Source: an optimization exercise on an open RTL-to-GDS flow (aim: small area, a short achievable clock period and few clock cycles). Production flows keep margins and buffers that such runs may drop.
The flow treats the clock pin as an ideal source, which a real chip does not have.

==> flow/design.v (excerpt) <==
module poly1305(
  input rst_ni,
  input clk,
  input [127:0] r,
  input [127:0] s,
  input [127:0] m,
  input fb,
  input ld,
  input first,
  output [127:0] p,
  output rdy);
For scale: ~9600 cells after synthesis, about 520 I/O pins, ~100000 um2 of cells after synthesis.
==> flow/config.mk <==
export PLATFORM = sky130hd
export DESIGN_NAME = poly1305
export DESIGN_NICKNAME = poly1305
export VERILOG_FILES = /design/flow/design.v
export SDC_FILE = /design/flow/constraint.sdc
export NUM_CORES = 8
export LEC_CHECK = 0
export CAP_MARGIN = 20
export CELL_PAD_IN_SITES_DETAIL_PLACEMENT = 1
export CELL_PAD_IN_SITES_GLOBAL_PLACEMENT = 1
export CORE_MARGIN = 2
export CORE_UTILIZATION = 30
export GPL_ROUTABILITY_DRIVEN = 1
export PLACE_DENSITY = 0.45
export SETUP_SLACK_MARGIN = 5
export SLEW_MARGIN = 20
export SYNTH_HIERARCHICAL = 1
==> flow/constraint.sdc <==
create_clock -name core_clock -period 12.0 [get_ports {clk}]
set_input_delay 2.4000 -clock core_clock [delete_from_list [all_inputs] [get_ports {clk}]]
set_output_delay 2.4000 -clock core_clock [all_outputs]
set_load 0.01 [all_outputs]
standard.sh (not shown) runs the stock make flow with config.mk's settings and CLKGATE_MAP_FILE= SYNTH_SCRIPT=/design/flow/synth_recipe.tcl, a recipe that flattens the netlist after the stock synthesis.
==> flow/flow/run.sh <==
#!/bin/bash
# Standard layout (standard.sh), with these changes to how it is made:
#  - the port buffers are sky130_fd_sc_hd__buf_2 cells (every port is still buffered);
#  - extra setup repair passes (repair_timing) after placement and after CTS;
#  - in those passes, delay cells (clkdlybuf4s*, dlygate*, dlymetal*) left as buffers by
#    earlier repair steps are swapped for sky130_fd_sc_hd__buf_2.
# Each tool's full output goes to its own log in this folder.
set -euo pipefail
R=orfs/results/sky130hd/poly1305/base
MARGIN=${REPAIR_MARGIN:-7}
export BUFFER_PORTS_ARGS="-buffer_cell sky130_fd_sc_hd__buf_2"
bash standard.sh synth > 1_synth.log 2>&1
bash standard.sh floorplan > 2_floorplan.log 2>&1
bash standard.sh place > 3_place.log 2>&1
STAGE_ODB=$R/3_place.odb STAGE_SDC=$R/3_place.sdc MARGIN=$MARGIN PAD=1 \
  openroad -exit -no_init flow/repair.tcl > 3_extra_repair.log 2>&1
bash standard.sh cts > 4_cts.log 2>&1
STAGE_ODB=$R/4_cts.odb STAGE_SDC=$R/4_cts.sdc MARGIN=$MARGIN PAD=1 PROPAGATED=1 \
  openroad -exit -no_init flow/repair.tcl > 4_extra_repair.log 2>&1
bash standard.sh finish > 5_finish.log 2>&1
Other scripts of this flow, unchanged in this note and not shown: flow/flow/repair.tcl
Change:
--- a/flow/config.mk
+++ b/flow/config.mk
@@ -7,0 +8 @@
+export ABC_AREA = 1
Fmax went down by 1.0%.
Die area rises by 9.8%.
Routed wire length came out higher by 16%.
Clock skew goes up by 0.022 ns.
Final cell count rises by 29%.
Via count goes up by 18%.
Area after synthesis came out higher by 9.9%.
Core utilization is lower by 0.56 points.
Worst hold slack is about the same.
Count of clock-buffer cells in the layout went up by 2.
Change:
--- a/flow/config.mk
+++ b/flow/config.mk
@@ -8 +7,0 @@
-export ABC_AREA = 1
@@ -17 +16 @@
-export SLEW_MARGIN = 20
+export SLEW_MARGIN = 30
Core utilization rises by 0.54 points; register-to-register slack gains 0.07 ns; global-route usage drops by 1.8 points; worst setup slack gets better by 0.069 ns; synthesized area went down by 9.0%; sequential share of layout area climbs by 1.3 points.
Function was not checked in any run of this note: the RTL went through the layout flow alone.

## lane 1
poly1305, a different RTL version from the one above (not shown whole).
For scale: about 9700 cells after synthesis, roughly 520 I/O pins, roughly 100000 um2 of cells after synthesis.
export LEC_CHECK = 0
export CAP_MARGIN = 50
export CELL_PAD_IN_SITES_DETAIL_PLACEMENT = 1
export CELL_PAD_IN_SITES_GLOBAL_PLACEMENT = 1
export CORE_MARGIN = 2
export CORE_UTILIZATION = 30
export GPL_ROUTABILITY_DRIVEN = 1
export PLACE_DENSITY = 0.45
export SETUP_SLACK_MARGIN = 5
export SLEW_MARGIN = 70
export SYNTH_HIERARCHICAL = 1
create_clock -name core_clock -period 12.0 [get_ports {clk}]
==> flow/flow/run.sh <==
#!/bin/bash
# Standard layout (standard.sh), with two changes to how it is made:
#  - the port buffers are sky130_fd_sc_hd__buf_2 cells (every port is still buffered);
#  - extra setup repair passes (repair_timing) after placement and after CTS.
# Each tool's full output goes to its own log in this folder.
set -euo pipefail
R=orfs/results/sky130hd/poly1305/base
MARGIN=${REPAIR_MARGIN:-7}
export BUFFER_PORTS_ARGS="-buffer_cell sky130_fd_sc_hd__buf_2"
bash standard.sh synth > 1_synth.log 2>&1
bash standard.sh floorplan > 2_floorplan.log 2>&1
bash standard.sh place > 3_place.log 2>&1
STAGE_ODB=$R/3_place.odb STAGE_SDC=$R/3_place.sdc MARGIN=$MARGIN PAD=1 \
  openroad -exit -no_init flow/repair.tcl > 3_extra_repair.log 2>&1
bash standard.sh cts > 4_cts.log 2>&1
STAGE_ODB=$R/4_cts.odb STAGE_SDC=$R/4_cts.sdc MARGIN=$MARGIN PAD=1 PROPAGATED=1 \
  openroad -exit -no_init flow/repair.tcl > 4_extra_repair.log 2>&1
bash standard.sh finish > 5_finish.log 2>&1
==> flow/flow/repair.tcl <==
# Extra setup repair on a placed (or clock-tree) database, then re-legalize.
# env: STAGE_ODB, STAGE_SDC, MARGIN, PAD
read_liberty $::env(FLOW_HOME)/platforms/sky130hd/lib/sky130_fd_sc_hd__tt_025C_1v80.lib
read_db $::env(STAGE_ODB)
read_sdc $::env(STAGE_SDC)
source $::env(FLOW_HOME)/platforms/sky130hd/setRC.tcl
if {[info exists ::env(PROPAGATED)]} { set_propagated_clock [all_clocks] }
set_dont_use [list sky130_fd_sc_hd__probe_p_8 sky130_fd_sc_hd__probec_p_8 sky130_fd_sc_hd__lpflow_*]
estimate_parasitics -placement
report_worst_slack
report_design_area
repair_timing -setup -setup_margin $::env(MARGIN) -verbose
if {[info exists ::env(PROPAGATED)]} { repair_timing -hold -hold_margin 0.05 -verbose }
set_placement_padding -global -left $::env(PAD) -right $::env(PAD)
detailed_placement
check_placement -verbose
estimate_parasitics -placement
report_worst_slack
report_design_area
write_db $::env(STAGE_ODB)
Inputs modified between lane 1 and lane 2:
diff --git a/flow/flow/run.sh b/flow/flow/run.sh
--- a/flow/flow/run.sh
+++ b/flow/flow/run.sh
@@ -2,10 +2,12 @@
 # Standard layout (standard.sh), with two changes to how it is made:
 #  - the port buffers are sky130_fd_sc_hd__buf_2 cells (every port is still buffered);
-#  - extra setup repair passes (repair_timing) after placement and after CTS.
+#  - extra setup repair passes (repair_timing) after placement and after CTS;
+#  - delay cells (clkdlybuf4s*, dlygate*, dlymetal*) are not used for buffering.
 # Each tool's full output goes to its own log in this folder.
 set -euo pipefail
 R=orfs/results/sky130hd/poly1305/base
-MARGIN=${REPAIR_MARGIN:-7}
+MARGIN=${REPAIR_MARGIN:-8}
 export BUFFER_PORTS_ARGS="-buffer_cell sky130_fd_sc_hd__buf_2"
+export DONT_USE_CELLS="sky130_fd_sc_hd__clkdlybuf4s15_1 sky130_fd_sc_hd__clkdlybuf4s15_2 sky130_fd_sc_hd__clkdlybuf4s18_1 sky130_fd_sc_hd__clkdlybuf4s18_2 sky130_fd_sc_hd__clkdlybuf4s25_1 sky130_fd_sc_hd__clkdlybuf4s25_2 sky130_fd_sc_hd__clkdlybuf4s50_1 sky130_fd_sc_hd__clkdlybuf4s50_2 sky130_fd_sc_hd__dlygate4sd1_1 sky130_fd_sc_hd__dlygate4sd2_1 sky130_fd_sc_hd__dlygate4sd3_1 sky130_fd_sc_hd__dlymetal6s2s_1 sky130_fd_sc_hd__dlymetal6s4s_1 sky130_fd_sc_hd__dlymetal6s6s_1"
 bash standard.sh synth > 1_synth.log 2>&1
 bash standard.sh floorplan > 2_floorplan.log 2>&1
diff --git a/flow/flow/repair.tcl b/flow/flow/repair.tcl
--- a/flow/flow/repair.tcl
+++ b/flow/flow/repair.tcl
@@ -6,5 +6,5 @@
 source $::env(FLOW_HOME)/platforms/sky130hd/setRC.tcl
 if {[info exists ::env(PROPAGATED)]} { set_propagated_clock [all_clocks] }
-set_dont_use [list sky130_fd_sc_hd__probe_p_8 sky130_fd_sc_hd__probec_p_8 sky130_fd_sc_hd__lpflow_*]
+set_dont_use [list sky130_fd_sc_hd__probe_p_8 sky130_fd_sc_hd__probec_p_8 sky130_fd_sc_hd__lpflow_* sky130_fd_sc_hd__clkdlybuf4s* sky130_fd_sc_hd__dlygate* sky130_fd_sc_hd__dlymetal*]
 estimate_parasitics -placement
 report_worst_slack
### Flow results
Per the final summary, lane 2 finished and its layout is clean on timing, DRC and antenna. Time the final worst path needs with I/O delays and setup in lane 2 vs lane 1: down 0.22 ns. In the tables for lane 1 and lane 2, worst clock skew on the final layout reads lower with lane 2. Lane 2 vs. lane 1: met1 usage in global routing went up by 1.5 points. [compare] base=lane 1 new=lane 2: non-clock buffer total of the final layout moved up; synthesis-to-layout area growth moved up. What lane 1 reported for overall routed net length has to be multiplied by 1.06 to get the figure for lane 2.
Setup changes, lane 2 to lane 3
diff --git a/flow/flow/run.sh b/flow/flow/run.sh
--- a/flow/flow/run.sh
+++ b/flow/flow/run.sh
@@ -7,5 +7,5 @@
 set -euo pipefail
 R=orfs/results/sky130hd/poly1305/base
-MARGIN=${REPAIR_MARGIN:-8}
+MARGIN=${REPAIR_MARGIN:-7}
 export BUFFER_PORTS_ARGS="-buffer_cell sky130_fd_sc_hd__buf_2"
 export DONT_USE_CELLS="sky130_fd_sc_hd__clkdlybuf4s15_1 sky130_fd_sc_hd__clkdlybuf4s15_2 sky130_fd_sc_hd__clkdlybuf4s18_1 sky130_fd_sc_hd__clkdlybuf4s18_2 sky130_fd_sc_hd__clkdlybuf4s25_1 sky130_fd_sc_hd__clkdlybuf4s25_2 sky130_fd_sc_hd__clkdlybuf4s50_1 sky130_fd_sc_hd__clkdlybuf4s50_2 sky130_fd_sc_hd__dlygate4sd1_1 sky130_fd_sc_hd__dlygate4sd2_1 sky130_fd_sc_hd__dlygate4sd3_1 sky130_fd_sc_hd__dlymetal6s2s_1 sky130_fd_sc_hd__dlymetal6s4s_1 sky130_fd_sc_hd__dlymetal6s6s_1"
### Flow results
- Lane 3 ends up with a final cell count without fillers that is 771 lower than in lane 2.
- Lane 3 vs. lane 2: shortest period the worst path allows picked up an extra 0.21 ns, critical path depth lost 17.
- The run showing the greater setup slack is lane 2.
- Lane 3 vs lane 2 — overall routed net length dropped 6.0%.
- Comparing lane 2 and lane 3, final worst-path cycle share is higher on lane 3.
- Delta (lane 3 minus lane 2): number of buffers inserted during clock tree synthesis went up, met2 track demand over resource in global routing went down.
Function was not checked in any run of this note: the RTL went through the layout flow alone.

[separate check: timing with driven ports]
Ports are ideal in the flow. The routed layouts listed here were re-timed in OpenROAD. Step 1: set_driving_cell puts a clkbuf_16 on clk and a buf_2 on each other input, an assumption about the parent block. Step 2 adds t to the input delays and takes it off the output delays; t is the mean of the earliest and latest rising clock arrival at the registers after step 1. Input paths then give back, and output paths get back, about the clock's delay inside the block. Three values: ideal ports, drivers, drivers and shift; two values: the first two.
run | t, ns | setup WS [ns] | slew at the worst register clock pin (ns) | pins driven straight from the clock port
the first run of note 1 | 0.934 | 6.936 / 6.936 / 6.722 | 0.07 / 0.07 | 1
the second run of note 1 | 0.986 | 6.885 / 6.885 / 6.885 | 0.07 / 0.07 | 1
the third run of note 1 | 0.939 | 6.954 / 6.954 / 6.612 | 0.07 / 0.07 | 1
lane 1 | 0.963 | 6.965 / 6.965 / 6.789 | 0.07 / 0.07 | 1
lane 2 | 0.945 | 7.185 / 7.185 / 6.613 | 0.07 / 0.07 | 1
lane 3 | 0.965 | 6.976 / 6.976 / 6.849 | 0.07 / 0.07 | 1
After both steps setup and hold are still met in every run listed. For lane 2, which loses most, drivers alone change the setup slack by 0.000 ns; drivers and shift together by -0.572 ns.
